Source: an optimization exercise on an open RTL-to-GDS flow (aim: small area and a short achievable clock period). Production flows keep margins and buffers that such runs may drop.
The RTL was checked by simulation tests, not by an equivalence proof against the original design.

[flow/flow/run.sh]
#!/bin/bash
# Layout flow: the standard flow (standard.sh: the standard synthesis and the ORFS
# steps, unchanged), run whole, with two optimisation settings passed to ORFS's make:
set -euo pipefail
cd "$(dirname "$0")/.."
bash standard.sh SETUP_SLACK_MARGIN=23 "BUFFER_PORTS_ARGS=-buffer_cell sky130_fd_sc_hd__buf_4" finish > standard_flow.log 2>&1
[flow/config.mk]
export PLATFORM = sky130hd
export DESIGN_NAME = elidon_core
export DESIGN_NICKNAME = elidon_core
export VERILOG_FILES = /design/flow/design.v
export SDC_FILE = /design/flow/constraint.sdc
export NUM_CORES = 4
export LEC_CHECK = 0
export ABC_AREA = 1
export CAP_MARGIN = 20
export CORE_MARGIN = 2
export CORE_UTILIZATION = 40
export CTS_BUF_LIST = sky130_fd_sc_hd__clkbuf_8 sky130_fd_sc_hd__clkbuf_16
export CTS_CLUSTER_DIAMETER = 100
export CTS_CLUSTER_SIZE = 20
export PLACE_DENSITY = 0.7
export SLEW_MARGIN = 20
[flow/standard.sh]
#!/bin/bash
# synth_recipe.tcl (not shown) runs the flow's synth.tcl, then flattens the netlist and writes it again
# the make line also repeats each setting of config.mk as NAME=value (left out here)
make -C /OpenROAD-flow-scripts/flow DESIGN_CONFIG=/design/flow/config.mk WORK_HOME=/design/flow/orfs CLKGATE_MAP_FILE= SYNTH_SCRIPT=/design/flow/synth_recipe.tcl "${@:-finish}"
[flow/design.v]
module elidon_core(
  input         clock,
  input         reset,
  output [15:0] imem_addr,
  input  [15:0] imem_rdata,
  output [15:0] dmem_addr,
  output        dmem_read,
  output        dmem_write,
  output [15:0] dmem_wdata,
  input  [15:0] dmem_rdata
);
  reg  [15:0] pc2;
  reg  [15:0] f_ins;
  reg  [15:0] f_rA;
  reg  [15:0] f_rB;
  reg         f_hitA;
  reg         f_hitB;
  reg  [15:0] w_last;
  reg  [255:0] rf;
  reg  [15:0] d_ins;
  reg  [15:0] d_rs1;
  reg  [15:0] d_tgt;
  reg         d_jmp;
  reg         d_bez;
  reg         d_jr;
  reg         d_z;
  reg  [7:0] d_rem;
  reg  [7:0] d_qhi;
  reg  [7:0] d_alo;
  reg  [15:0] d_ub;
  reg         d_sa;
  reg         d_sb;
  reg  [17:0] d_t3;
  reg  [15:0] e_res;
  reg         e_neg;
  reg         e_lo;
  reg  [15:0] e_rdsv;
  reg         e_wb;
  reg         e_st;
  reg         e_ld;
  reg  [15:0] m_wv;
  wire [3:0]  op = d_ins[15:12];
  wire        op_c = op == 4'hc;
  wire        op_d = op == 4'hd;
  wire        op_e = op == 4'he;
  wire        op_f = op == 4'hf;
  wire        br_en = d_jmp | (d_bez & d_z);
  wire [15:0] br_pc = d_jr ? d_rs1 : d_tgt;
  assign imem_addr = br_en ? br_pc : pc2;
  always @(posedge clock) begin
    if (reset) pc2 <= 16'h0;
    else pc2 <= imem_addr + 16'h2;
    f_ins <= imem_rdata;
  end
  wire [3:0]  f_op = f_ins[15:12];
  wire [3:0]  ra = imem_rdata[15] ? imem_rdata[7:4] : imem_rdata[11:8];
  wire [3:0]  rb = imem_rdata[3:0];
  wire [15:0] rA = f_hitA ? w_last : f_rA;
  wire [15:0] rB = f_hitB ? w_last : f_rB;
  wire [15:0] wb_data = e_ld ? dmem_rdata : m_wv;
  wire [3:0]  wb_addr = e_rdsv[3:0];
  wire        wb_en = e_ld | e_wb;
  wire [15:0] wb_d = reset ? 16'h0 : wb_data;
  genvar gi;
  generate
    for (gi = 0; gi < 16; gi = gi + 1) begin : g_rf
      always @(posedge clock) begin
        if (reset | (wb_en & (wb_addr == gi))) rf[gi*16 +: 16] <= wb_d;
      end
    end
  endgenerate
  always @(posedge clock) begin
    f_rA   <= rf[ra*16 +: 16];
    f_rB   <= rf[rb*16 +: 16];
    f_hitA <= reset | (wb_en & (wb_addr == ra));
    f_hitB <= reset | (wb_en & (wb_addr == rb));
    w_last <= wb_d;
  end
  wire [15:0] f_offm2 = (f_op == 4'hc) ? {{8{f_ins[7]}}, f_ins[7:0]} - 16'h2 :
                        (f_op == 4'he) ? 16'h0 : {{4{f_ins[11]}}, f_ins[11:0]} - 16'h2;
  wire        sa = rA[15];
  wire        sb = rB[15];
  wire [15:0] a_below;
  wire [15:0] b_below;
  assign a_below[0] = 1'b0;
  assign b_below[0] = 1'b0;
  generate
    for (gi = 1; gi < 16; gi = gi + 1) begin : g_abs
      assign a_below[gi] = |rA[gi-1:0];
      assign b_below[gi] = |rB[gi-1:0];
    end
  endgenerate
  wire [15:0] ua1 = rA ^ ({16{sa}} & a_below);
  wire [15:0] ub = rB ^ ({16{sb}} & b_below);
  wire [17:0] t3 = {2'b0, ub} + {1'b0, ub, 1'b0};
  wire [1:0] r0_x = ua1[15:14];
  wire [2:0] r0_s1 = {1'b0, r0_x[1:0]} - {1'b0, ub[1:0]};
  wire r0_g1 = (sb ? ((&rB[15:2]) & (|rB[1:0])) : ~(|rB[15:2])) & ~r0_s1[2];
  wire [1:0] r0_s2 = {1'b0, r0_x[1:1]} - {1'b0, ub[0:0]};
  wire r0_g2 = (sb ? ((&rB[15:1]) & (|rB[0:0])) : ~(|rB[15:1])) & ~r0_s2[1];
  wire [2:0] r0_s3 = {1'b0, r0_x} - {1'b0, t3[1:0]};
  wire r0_g3 = (sb ? (rB >= 16'd65535) : (rB <= 16'd1)) & ~r0_s3[2];
  wire [1:0] r0_q = {r0_g2, r0_g3 | (r0_g1 & ~r0_g2)};
  wire [1:0] r0_r = r0_g3 ? r0_s3[1:0] : r0_g2 ? {r0_s2[0:0], r0_x[0]} :
                       r0_g1 ? r0_s1[1:0] : r0_x;
  wire [1:0] r0_ro = r0_r[1:0];
  wire [3:0] r1_x = {r0_ro[1:0], ua1[13:12]};
  wire [4:0] r1_s1 = {1'b0, r1_x[3:0]} - {1'b0, ub[3:0]};
  wire r1_g1 = (sb ? ((&rB[15:4]) & (|rB[3:0])) : ~(|rB[15:4])) & ~r1_s1[4];
  wire [3:0] r1_s2 = {1'b0, r1_x[3:1]} - {1'b0, ub[2:0]};
  wire r1_g2 = (sb ? ((&rB[15:3]) & (|rB[2:0])) : ~(|rB[15:3])) & ~r1_s2[3];
  wire [4:0] r1_s3 = {1'b0, r1_x} - {1'b0, t3[3:0]};
  wire r1_g3 = (sb ? (rB >= 16'd65531) : (rB <= 16'd5)) & ~r1_s3[4];
  wire [1:0] r1_q = {r1_g2, r1_g3 | (r1_g1 & ~r1_g2)};
  wire [3:0] r1_r = r1_g3 ? r1_s3[3:0] : r1_g2 ? {r1_s2[2:0], r1_x[0]} :
                       r1_g1 ? r1_s1[3:0] : r1_x;
  wire [3:0] r1_ro = r1_r[3:0];
  wire [5:0] r2_x = {r1_ro[3:0], ua1[11:10]};
  wire [6:0] r2_s1 = {1'b0, r2_x[5:0]} - {1'b0, ub[5:0]};
  wire r2_g1 = (sb ? ((&rB[15:6]) & (|rB[5:0])) : ~(|rB[15:6])) & ~r2_s1[6];
  wire [5:0] r2_s2 = {1'b0, r2_x[5:1]} - {1'b0, ub[4:0]};
  wire r2_g2 = (sb ? ((&rB[15:5]) & (|rB[4:0])) : ~(|rB[15:5])) & ~r2_s2[5];
  wire [6:0] r2_s3 = {1'b0, r2_x} - {1'b0, t3[5:0]};
  wire r2_g3 = (sb ? (rB >= 16'd65515) : (rB <= 16'd21)) & ~r2_s3[6];
  wire [1:0] r2_q = {r2_g2, r2_g3 | (r2_g1 & ~r2_g2)};
  wire [5:0] r2_r = r2_g3 ? r2_s3[5:0] : r2_g2 ? {r2_s2[4:0], r2_x[0]} :
                       r2_g1 ? r2_s1[5:0] : r2_x;
  wire [5:0] r2_ro = r2_r[5:0];
  wire [7:0] r3_x = {r2_ro[5:0], ua1[9:8]};
  wire [8:0] r3_s1 = {1'b0, r3_x[7:0]} - {1'b0, ub[7:0]};
  wire r3_g1 = (sb ? ((&rB[15:8]) & (|rB[7:0])) : ~(|rB[15:8])) & ~r3_s1[8];
  wire [7:0] r3_s2 = {1'b0, r3_x[7:1]} - {1'b0, ub[6:0]};
  wire r3_g2 = (sb ? ((&rB[15:7]) & (|rB[6:0])) : ~(|rB[15:7])) & ~r3_s2[7];
  wire [8:0] r3_s3 = {1'b0, r3_x} - {1'b0, t3[7:0]};
  wire r3_g3 = (sb ? (rB >= 16'd65451) : (rB <= 16'd85)) & ~r3_s3[8];
  wire [1:0] r3_q = {r3_g2, r3_g3 | (r3_g1 & ~r3_g2)};
  wire [7:0] r3_r = r3_g3 ? r3_s3[7:0] : r3_g2 ? {r3_s2[6:0], r3_x[0]} :
                       r3_g1 ? r3_s1[7:0] : r3_x;
  wire [7:0] r3_ro = r3_r[7:0];
  always @(posedge clock) begin
    d_ins <= f_ins;
    d_rs1 <= rA;
    d_tgt <= pc2 + f_offm2;
    d_jmp <= (f_op == 4'hd) | (f_op == 4'he) | (f_op == 4'hf);
    d_bez <= f_op == 4'hc;
    d_jr  <= (f_op == 4'hd) | (f_op == 4'he);
    d_z   <= rA == 16'h0;
    d_rem <= r3_ro;
    d_qhi <= {r0_q, r1_q, r2_q, r3_q};
    d_alo <= ua1[7:0];
    d_ub  <= ub;
    d_sa  <= sa;
    d_sb  <= sb;
    d_t3  <= t3;
  end
  wire [9:0] r4_x = {d_rem[7:0], d_alo[7:6]};
  wire [10:0] r4_s1 = {1'b0, r4_x[9:0]} - {1'b0, d_ub[9:0]};
  wire r4_g1 = (d_ub[15:10] == 6'h0) & ~r4_s1[10];
  wire [9:0] r4_s2 = {1'b0, r4_x[9:1]} - {1'b0, d_ub[8:0]};
  wire r4_g2 = (d_ub[15:9] == 7'h0) & ~r4_s2[9];
  wire [10:0] r4_s3 = {1'b0, r4_x} - {1'b0, d_t3[9:0]};
  wire r4_g3 = (d_t3[17:10] == 8'h0) & ~r4_s3[10];
  wire [1:0] r4_q = {r4_g2, r4_g3 | (r4_g1 & ~r4_g2)};
  wire [9:0] r4_r = r4_g3 ? r4_s3[9:0] : r4_g2 ? {r4_s2[8:0], r4_x[0]} :
                       r4_g1 ? r4_s1[9:0] : r4_x;
  wire [9:0] r4_ro = r4_r[9:0];
  wire [11:0] r5_x = {r4_ro[9:0], d_alo[5:4]};
  wire [12:0] r5_s1 = {1'b0, r5_x[11:0]} - {1'b0, d_ub[11:0]};
  wire r5_g1 = (d_ub[15:12] == 4'h0) & ~r5_s1[12];
  wire [11:0] r5_s2 = {1'b0, r5_x[11:1]} - {1'b0, d_ub[10:0]};
  wire r5_g2 = (d_ub[15:11] == 5'h0) & ~r5_s2[11];
  wire [12:0] r5_s3 = {1'b0, r5_x} - {1'b0, d_t3[11:0]};
  wire r5_g3 = (d_t3[17:12] == 6'h0) & ~r5_s3[12];
  wire [1:0] r5_q = {r5_g2, r5_g3 | (r5_g1 & ~r5_g2)};
  wire [11:0] r5_r = r5_g3 ? r5_s3[11:0] : r5_g2 ? {r5_s2[10:0], r5_x[0]} :
                       r5_g1 ? r5_s1[11:0] : r5_x;
  wire [11:0] r5_ro = r5_r[11:0];
  wire [13:0] r6_x = {r5_ro[11:0], d_alo[3:2]};
  wire [14:0] r6_s1 = {1'b0, r6_x[13:0]} - {1'b0, d_ub[13:0]};
  wire r6_g1 = (d_ub[15:14] == 2'h0) & ~r6_s1[14];
  wire [13:0] r6_s2 = {1'b0, r6_x[13:1]} - {1'b0, d_ub[12:0]};
  wire r6_g2 = (d_ub[15:13] == 3'h0) & ~r6_s2[13];
  wire [14:0] r6_s3 = {1'b0, r6_x} - {1'b0, d_t3[13:0]};
  wire r6_g3 = (d_t3[17:14] == 4'h0) & ~r6_s3[14];
  wire [1:0] r6_q = {r6_g2, r6_g3 | (r6_g1 & ~r6_g2)};
  wire [13:0] r6_r = r6_g3 ? r6_s3[13:0] : r6_g2 ? {r6_s2[12:0], r6_x[0]} :
                       r6_g1 ? r6_s1[13:0] : r6_x;
  wire [13:0] r6_ro = r6_r[13:0];
  wire [15:0] r7_x = {r6_ro[13:0], d_alo[1:0]};
  wire [16:0] r7_s1 = {1'b0, r7_x[15:0]} - {1'b0, d_ub[15:0]};
  wire r7_g1 = 1'b1 & ~r7_s1[16];
  wire [15:0] r7_s2 = {1'b0, r7_x[15:1]} - {1'b0, d_ub[14:0]};
  wire r7_g2 = (d_ub[15:15] == 1'h0) & ~r7_s2[15];
  wire [16:0] r7_s3 = {1'b0, r7_x} - {1'b0, d_t3[15:0]};
  wire r7_g3 = (d_t3[17:16] == 2'h0) & ~r7_s3[16];
  wire [1:0] r7_q = {r7_g2, r7_g3 | (r7_g1 & ~r7_g2)};
  wire [15:0] r7_r = r7_g3 ? r7_s3[15:0] : r7_g2 ? {r7_s2[14:0], r7_x[0]} :
                       r7_g1 ? r7_s1[15:0] : r7_x;
  wire [14:0] r7_ro = r7_r[14:0];
  wire [15:0] quo = {d_qhi, r4_q, r5_q, r6_q, r7_q};
  wire        b_zero = d_ub == 16'h0;
  wire [15:0] ub_below;
  assign ub_below[0] = 1'b0;
  generate
    for (gi = 1; gi < 16; gi = gi + 1) begin : g_rs2
      assign ub_below[gi] = |d_ub[gi-1:0];
    end
  endgenerate
  wire [15:0] rs2 = d_ub ^ ({16{d_sb}} & ub_below);
  wire        is_div = op == 4'h6;
  wire        use_sub = (op == 4'h3) | (op == 4'h5);
  wire [15:0] add_b = use_sub ? ~rs2 :
                      (op[3] ? {12'h0, d_ins[3:0]} : rs2);
  wire [15:0] added = d_rs1 + add_b + {15'h0, use_sub};
  wire        slt = (d_rs1[15] ^ rs2[15]) ? d_rs1[15] : added[15];
  wire        is_sh = op == 4'h4;
  wire        sh_right = d_sb;
  wire [3:0]  sh_amt = d_ub[3:0];
  wire        sh_big = d_ub[15:4] != 12'h0;
  wire [15:0] sh_pow = sh_big ? 16'h0 : (16'h1 << sh_amt);
  wire [15:0] rs1_rev;
  wire [15:0] mul_rev;
  wire [15:0] ma = (is_sh & sh_right) ? rs1_rev : d_rs1;
  wire [15:0] mbv = is_sh ? sh_pow : rs2;
  generate
    for (gi = 0; gi < 16; gi = gi + 1) begin : g_rev
      assign rs1_rev[gi] = d_rs1[15-gi];
      assign mul_rev[gi] = mul[15-gi];
    end
  endgenerate
  wire [15:0] sh_out = sh_right ? mul_rev : mul;
  wire [16:0] mb = {mbv, 1'b0};
  reg  [15:0] pp [0:7];
  reg  [7:0]  pneg;
  integer i;
  always @(*) begin
    for (i = 0; i < 8; i = i + 1) begin : g_booth
      reg b0, b1, b2;
      reg [15:0] s;
      b0 = mb[2*i]; b1 = mb[2*i+1]; b2 = mb[2*i+2];
      s = (b1 ^ b0) ? ma :
          ((b2 & ~b1 & ~b0) | (~b2 & b1 & b0)) ? {ma[14:0], 1'b0} : 16'h0;
      pneg[i] = b2 & ~(b1 & b0);
      pp[i] = (pneg[i] ? ~s : s) << (2*i);
    end
  end
  wire [15:0] mul = pp[0] + pp[1] + pp[2] + pp[3] + pp[4] + pp[5] + pp[6] + pp[7] +
    {1'b0, pneg[7], 1'b0, pneg[6], 1'b0, pneg[5], 1'b0, pneg[4],
     1'b0, pneg[3], 1'b0, pneg[2], 1'b0, pneg[1], 1'b0, pneg[0]};
  reg [15:0] alu;
  always @(*) begin
    case (op)
      4'h0: alu = d_rs1 & rs2;
      4'h1: alu = ~(d_rs1 | rs2);
      4'h2: alu = added;
      4'h3: alu = added;
      4'h4: alu = sh_out;
      4'h5: alu = {15'h0, slt};
      4'h6: alu = b_zero ? 16'h0 : quo;
      4'h7: alu = mul;
      4'h8: alu = added;
      4'h9: alu = added;
      4'ha: alu = {d_ins[7:0], d_rs1[7:0]};
      4'hb: alu = {d_rs1[15:8], d_ins[7:0]};
      4'hd: alu = 16'h0;
      default: alu = d_tgt;
    endcase
  end
  always @(posedge clock) begin
    if (reset) begin
      e_res  <= 16'h0;
      e_neg  <= 1'b0;
      e_lo   <= 1'b0;
      e_rdsv <= 16'h0;
      e_wb   <= 1'b0;
      e_st   <= 1'b0;
      e_ld   <= 1'b0;
    end else begin
      e_res  <= alu;
      e_lo   <= |alu[7:0];
      e_neg  <= is_div & ~b_zero & (d_sa ^ d_sb);
      e_rdsv <= (op == 4'h9) ? d_rs1 : {12'h0, d_ins[11:8]};
      e_wb   <= ~((op == 4'h9) | op_f | op_d | op_c);
      e_st   <= op == 4'h9;
      e_ld   <= op == 4'h8;
    end
  end
  wire [15:0] below;
  assign below[0] = 1'b0;
  generate
    for (gi = 1; gi < 16; gi = gi + 1) begin : g_below
      if (gi <= 8) begin : g_lo
        assign below[gi] = |e_res[gi-1:0];
      end else begin : g_hi
        assign below[gi] = e_lo | (|e_res[gi-1:8]);
      end
    end
  endgenerate
  assign dmem_addr  = e_res ^ (below & {16{e_neg}});
  assign dmem_read  = e_ld;
  assign dmem_write = e_st;
  assign dmem_wdata = e_rdsv;
  always @(posedge clock) begin
    m_wv <= e_rdsv;
  end
endmodule
[flow/constraint.sdc]
create_clock -name core_clock -period 32.0 [get_ports {clock}]
set_input_delay 6.4000 -clock core_clock [delete_from_list [all_inputs] [get_ports {clock}]]
set_output_delay 6.4000 -clock core_clock [all_outputs]
set_load 0.01 [all_outputs]
==> flow_summary.ini, run 1 <==
[global_routing]
grt_max_degree = 147
antenna_found_initial = 0
first_global_vias = 32000
track_usage_pct = 24.7
grt_first_pass_wirelength_um = 184000
grt.overflow.total = 0

[die]
die_area_um2 = 95900
die_y_um = 310
chipWidth_um = 310
core_um2 = 92900
rows = 112
start_util_pct = 40.2
ios = 84

[clock_network]
path_clk_slew_ns = 0.09
hold_buffers = 0
clock_sinks = 500
cts_max_path_buffers = 3
cts_buffers = 28
cts_root_buffer = clkbuf_16
cts_max_level = 1
clock_latency_ns = 0.64
cts_tree = done

[place]
gp_congestion = 0.976
place_area_um2 = 39300
port_buffers = 83
hpwl_um = 89800
post-place-ws_ns = 21.93
dp.cells = 6086

[logic_synthesis]
synth_area_leaders = edfxtp_1 21%, dfxtp_1 13%, ha_1 9.6%, o21ai_0 8.4%, nand2_1 8.0%
synth_compound_area_share_pct = 20.8
synthAdderAreaFrac_pct = 13.0
syn_area_um2 = 37400
synth_top_area_share_pct = 20.6
yosys.area.top_type = edfxtp_1
avgSynthCellArea_um2 = 7.66
synth_warnings = 2
synth.area.mux_share_pct = 0.0536
ys.flop_type = edfxtp_1
synth-edff-count = 256
synth_xor_area_share_pct = 5.15
syn_nets = 5262
synth_seq_cells = 500
synthCells = 4877
synth_top_family_by_area = compound AO/OA/AOI/OAI gates
ys_async_sr_fraction_pct = 0
yosysSeqAreaShare_pct = 33.7
yosys.area_share.simple_pct = 18.9
synth.distinct_cells = 67

[worst_setup_path]
crit_path_end_kind = primary output
reg2regPathDepth = 53
critPathKind = reg -> out
slowest_delay_ns = 0.39
worst_ep_arrival_time_ns = 2.38
r2r_slack_ns = 23.51
cp-endpoint = dmem_addr[8]
crit_top_cell = a21oi_1
start_kind = flip-flop
crit_path_start = e_neg$_SDFF_PP0_
reg2reg_from = d_ub[1]$_DFF_P_
cp_slowest_cell = dfxtp_2
cp_cell_sequence = inv_2 > o21ai_0 > a21oi_1 > o21ai_1 > a21oi_1 > o21ai_0 > a21oi_1 > xnor2_1 > buf_4
critical_path_required_ns = 25.60
path_max_fanout = 11
r2r-end = e_lo$_SDFF_PP0_

[route]
routedWlPerCell_um = 19.8
firstDrtPassIters = 6
route.detailed.drc = 0
drtAntennaViolNets = 0
totalWireLength_um = 122000
vias_per_cell = 5.62
via_count = 34700
first_iter_violations = 3523

[sta]
fmax_ghz = 0.114
post-route-min-period_ns = 8.78
slew_headroom_pct = 28.9
whs_ns = 0.346
tns_ns = 0
period_share_pct = 27.4
rsz0062_at_grt = yes
setup_violations = 0
setup_slack_ns = 23.22
finalHoldViolCount = 0
tightest_slew_ns = 1.06
slew_viol_final = 0
skew_ns = 0.0596

[finish]
syn_to_final_growth_pct = 8.96
fin_util_pct = 43.8
largest_reg_flops = 256
largest_registers = rf (256), d_t3 (18)
final_nets = 5289
n_fill_cell = 9215
design_area_um2 = 40700
regMostFlops = rf
antenna_cells = 0
drive_gt1_share_pct = 8.97
stdcell_count = 6173

[hold_path]
hp-class = reg -> reg
holdPathStages = 0

[job]
drv_cap = 0

[outcome]
status = finished clean
Yosys cell counts, types with 9 or more instances:
master     instances
nand2_1          793
o21ai_0          627
inv_1            614
a21oi_1          433
nor2_1           353
ha_1             288
nand3_1          273
edfxtp_1         256
dfxtp_1          244
xor2_1           164
clkbuf_1         133
o211ai_1          69
o221ai_1          64
fa_1              63
xnor2_1           54
nor3_1            40
nand2_2           31
or2_2             27
nand4_1           26
inv_2             21
o21bai_1          21
o21ai_1           19
o21ai_2           19
a21o_1            18
buf_1             17
a211oi_1          14
nand3_2           14
nor2_2            13
o22ai_1           13
o2111ai_1         12
o31ai_1           12
buf_2             11
a31oi_1            9
clkinv_1           9
nand3b_1           9
cells in the final DEF (no fill, tap or decap), drive strengths merged, types with 6 or more instances in the layout:
cell type and instances:
a21oi 438, a211oi 14, edfxtp 256, o211ai 69, fa 63, ha 288
buf 168, a21o 18, a221oi 8, nand2 833, clkbuf 28, o21a 8
o22ai 14, nor3 42, o221ai 64, o21ai 666, nand3b 9, a31oi 9
and2 7, nand3 289, o31ai 12, xor2 165, xnor2 54, dfxtp 244
o21bai 21, clkinvlp 11, o2111ai 12, inv 642, or2 27, clkinv 7
nand4 26, nor4 6, nor2 373
logic make-up after synthesis:
family	after synthesis
and+or+nand+nor	1618
AOI/OAI and AO/OA	1372
buffers and inverters	815
DFF	500
adders and majority gates	351
xor gates and xnor gates	219
muxes	2
metal layers:
metal  track usage, %  vias to the layer above  part of all wire [%]
met5                0                        -                     0
met4             10.4                        0                   4.9
met3             2.67                      302                   8.2
met2             40.0                     1566                    45
met1             33.5                    16200                    42
li1                 -                    16700                     -
worst max-delay path, delay by kind of cell, from the launching register on:
family	cells	cell delay [ns]
compound gates	6	1.01
flops	1	0.39
buf+inv	2	0.25
xor+xnor	1	0.13
how the worst min path moves through the flow:
| stage | startpoint | slack (ns) | end |
|---|---|---|---|
| after global placement | f_ins[0]$_DFF_P_ | 0.34 | d_ins[0]$_DFF_P_ |
| final | e_rdsv[7]$_SDFF_PP0_ | 0.35 | m_wv[7]$_DFF_P_ |
| after floorplan | f_ins[15]$_DFF_P_ | 0.33 | d_ins[15]$_DFF_P_ |
| after global routing | f_ins[0]$_DFF_P_ | 0.37 | d_ins[0]$_DFF_P_ |
| after detailed placement | f_ins[0]$_DFF_P_ | 0.35 | d_ins[0]$_DFF_P_ |
| after CTS | f_ins[0]$_DFF_P_ | 0.36 | d_ins[0]$_DFF_P_ |
what timing repair did:
action | 4_1_cts | 5_1_grt
endpoints found under the hold margin | 0 | 0
gates resized for setup | 26 | 81
setup endpoints to repair | 13 | 32
setup buffers | 5 | 37
pin swaps | 0 | 5
layout make-up:
cell class | count | area [um^2] | area share (%)
clock inverter | 17 | 90.1 | 0.221
tap | 1254 | 1570 | 3.85
sequential | 500 | 12600 | 30.9
inverter | 644 | 2480 | 6.08
clock buffer | 28 | 701 | 1.72
multi-input combinational | 3562 | 22000 | 54.0
timing repair buffer | 168 | 1280 | 3.14
==> run 2, diff against run 1 <==
--- a/flow/config.mk
+++ b/flow/config.mk
@@ -14,3 +14,2 @@
 export CTS_CLUSTER_SIZE = 20
-export PLACE_DENSITY = 0.7
 export SLEW_MARGIN = 20
==> flow_summary.ini, run 2 <==
[die]
die_area_um2 = 95900
start_util_pct = 40.2
core_um2 = 92900
die_y_um = 310
ios = 84
chipWidth_um = 310
rows = 112

[clock_network]
clock_latency_ns = 0.63
path_clk_slew_ns = 0.08
cts_buffers = 29
cts_root_buffer = clkbuf_16
cts_tree = done
cts_max_path_buffers = 3
cts_max_level = 1
clock_sinks = 500

[sta]
post-route-min-period_ns = 8.75
rsz0062_at_grt = yes
period_share_pct = 27.3
tightest_slew_ns = 1.05
slew_headroom_pct = 29.8
whs_ns = 0.361
setup_violations = 0
finalHoldViolCount = 0
tns_ns = 0
skew_ns = 0.0400
setup_slack_ns = 23.25
fmax_ghz = 0.114
slew_viol_final = 0

[job]
drv_cap = 0

[logic_synthesis]
yosys-top-cells-count = 793 x nand2_1, 627 x o21ai_0, 614 x inv_1, 433 x a21oi_1, 353 x nor2_1
synth-edff-count = 256
ys_async_sr_fraction_pct = 0
synthCells = 4877
synth_seq_cells = 500
synth_warnings = 2
synth_top_area_share_pct = 20.6
syn_nets = 5262
avgSynthCellArea_um2 = 7.66
yosys.area.top_type = edfxtp_1
ys.flop_type = edfxtp_1
synth_most_common_cell = nand2_1
synth.distinct_cells = 67
synth_area_leaders = edfxtp_1 21%, dfxtp_1 13%, ha_1 9.6%, o21ai_0 8.4%, nand2_1 8.0%
syn_area_um2 = 37400
yosysSeqAreaShare_pct = 33.7

[worst_setup_path]
reg2reg_from = d_t3[0]$_DFF_P_
worst_ep_arrival_time_ns = 2.35
crit_path_end_kind = primary output
cp_slowest_cell = dfxtp_2
crit_buf_inv = 2
critPathTopFamily = compound AO/OA/AOI/OAI gates
cp_cell_sequence = inv_2 > o21ai_0 > a21oi_1 > o21ai_0 > a21oi_1 > o21ai_1 > a21oi_2 > xnor2_1 > buf_4
crit_path_start = e_neg$_SDFF_PP0_
critical_path_required_ns = 25.60
critPathKind = reg -> out
slowest_delay_ns = 0.40
start_kind = flip-flop
path_max_fanout = 11

[hold_path]
hp-start = f_ins[0]$_DFF_P_
hp-class = reg -> reg

[finish]
largest_reg_flops = 256
layout_commonest_cell = nand2_1
drive_gt1_share_pct = 9.05
final_nets = 5286
syn_to_final_growth_pct = 9.08
regMostFlops = rf
largest_registers = rf (256), d_t3 (18)
final_cell_mix = 778 x nand2_1, 613 x inv_1, 594 x o21ai_0

[global_routing]
first_global_vias = 31800
grt_first_pass_wirelength_um = 188000
track_usage_pct = 25.4
grt.overflow.total = 0
grt_max_degree = 128
antenna_found_initial = 0

[route]
drtAntennaViolNets = 0
via_count = 33900
firstDrtPassIters = 5
first_iter_violations = 3163
routedWlPerCell_um = 20.1
totalWireLength_um = 124000
route.detailed.drc = 0
vias_per_cell = 5.50

[place]
post-place-ws_ns = 21.83
port_buffers = 83
gp_congestion = 0.982
hpwl_um = 91700

[outcome]
status = finished clean
## run 2: logic make-up after synthesis
group                    Yosys count  synth area share (%)
adder cells (fa/ha/maj)          351                  13.0
buffers and inverters            815                  8.41
XOR/XNOR                         219                  5.15
multiplexers                       2                0.0536
flip-flops                       500                  33.7
AND/OR/NAND/NOR                 1618                  18.9
AO/OA/AOI/OAI                   1372                  20.8
## run 2: layout make-up
type / instances / area (um^2)
flip-flops and latches: 500 / 12600
multi-input cells: 3562 / 22000
clock inverters: 17 / 93.8
diodes: 1 / 2.50
inverters: 644 / 2470
well taps: 1254 / 1570
repair buffers: 164 / 1250
clock buffers: 30 / 751
fillers: 9360 / 52200
## run 2: timing repair
item	in CTS	in global routing
endpoints found under the hold margin	0	0
setup buffers	8	29
gates resized for setup	24	80
pin swaps	0	2
endpoints found under the setup margin	9	33
hold buffers	0	0
## run 2: worst paths after layout
| path | to | slack [ns] | cells past startpoint |
|---|---|---|---|
| min reg2reg | d_ins[0]$_DFF_P_ | 0.36 | 0 |
| max | dmem_addr[8] | 23.25 | 9 |
| min | d_ins[0]$_DFF_P_ | 0.36 | 0 |
| max reg2reg | e_lo$_SDFF_PP0_ | 23.57 | 49 |
## run 2: through the flow
stage | cell area [um^2] | cells | utilization (%)
6_report | 40800 | 6172 | 43.9
5_1_grt | 40700 | 6171 | 43.9
4_1_cts | 40200 | 6141 | 43.3
3_5_place_dp | 39300 | 6086 | 42.3
3_3_place_gp | 39300 | 6086 | 42.3
2_1_floorplan | 37400 | 4877 | -
## run 2: layer usage
metal | up-vias | track usage [%] | part of all wire, %
li1 | 16700 | - | -
met1 | 15900 | 34.1 | 44
met2 | 1128 | 42.6 | 47
met3 | 224 | 2.25 | 5.6
met4 | 0 | 9.17 | 3.9
met5 | - | 0 | 0

-- what the ideal ports hide --
In the flow no input, the clock included, has a driving cell. The finished layouts below were timed again as built, in two steps. Step 1 sets driving cells, clkbuf_16 on the clock port and buf_2 on the other inputs (assumed; they add their load-dependent delay and slew). Step 2 moves the port delays by t, midway between the first and last clock arrival at a register: inputs arrive t later, outputs are due t later. That takes back most of the time a late clock gives input paths. Slacks: no drivers / after step 1 / after step 2; pairs: no drivers / after step 1.
run	t, ns	setup WS [ns]	cell pins on the clock port's net
run 1	0.671	23.217 / 23.156 / 22.651	1
run 2	0.677	23.255 / 23.189 / 22.701	1
After both steps every run listed still meets setup and hold. For run 1, which loses most, drivers alone change the setup slack by -0.061 ns; drivers and shift together by -0.566 ns.
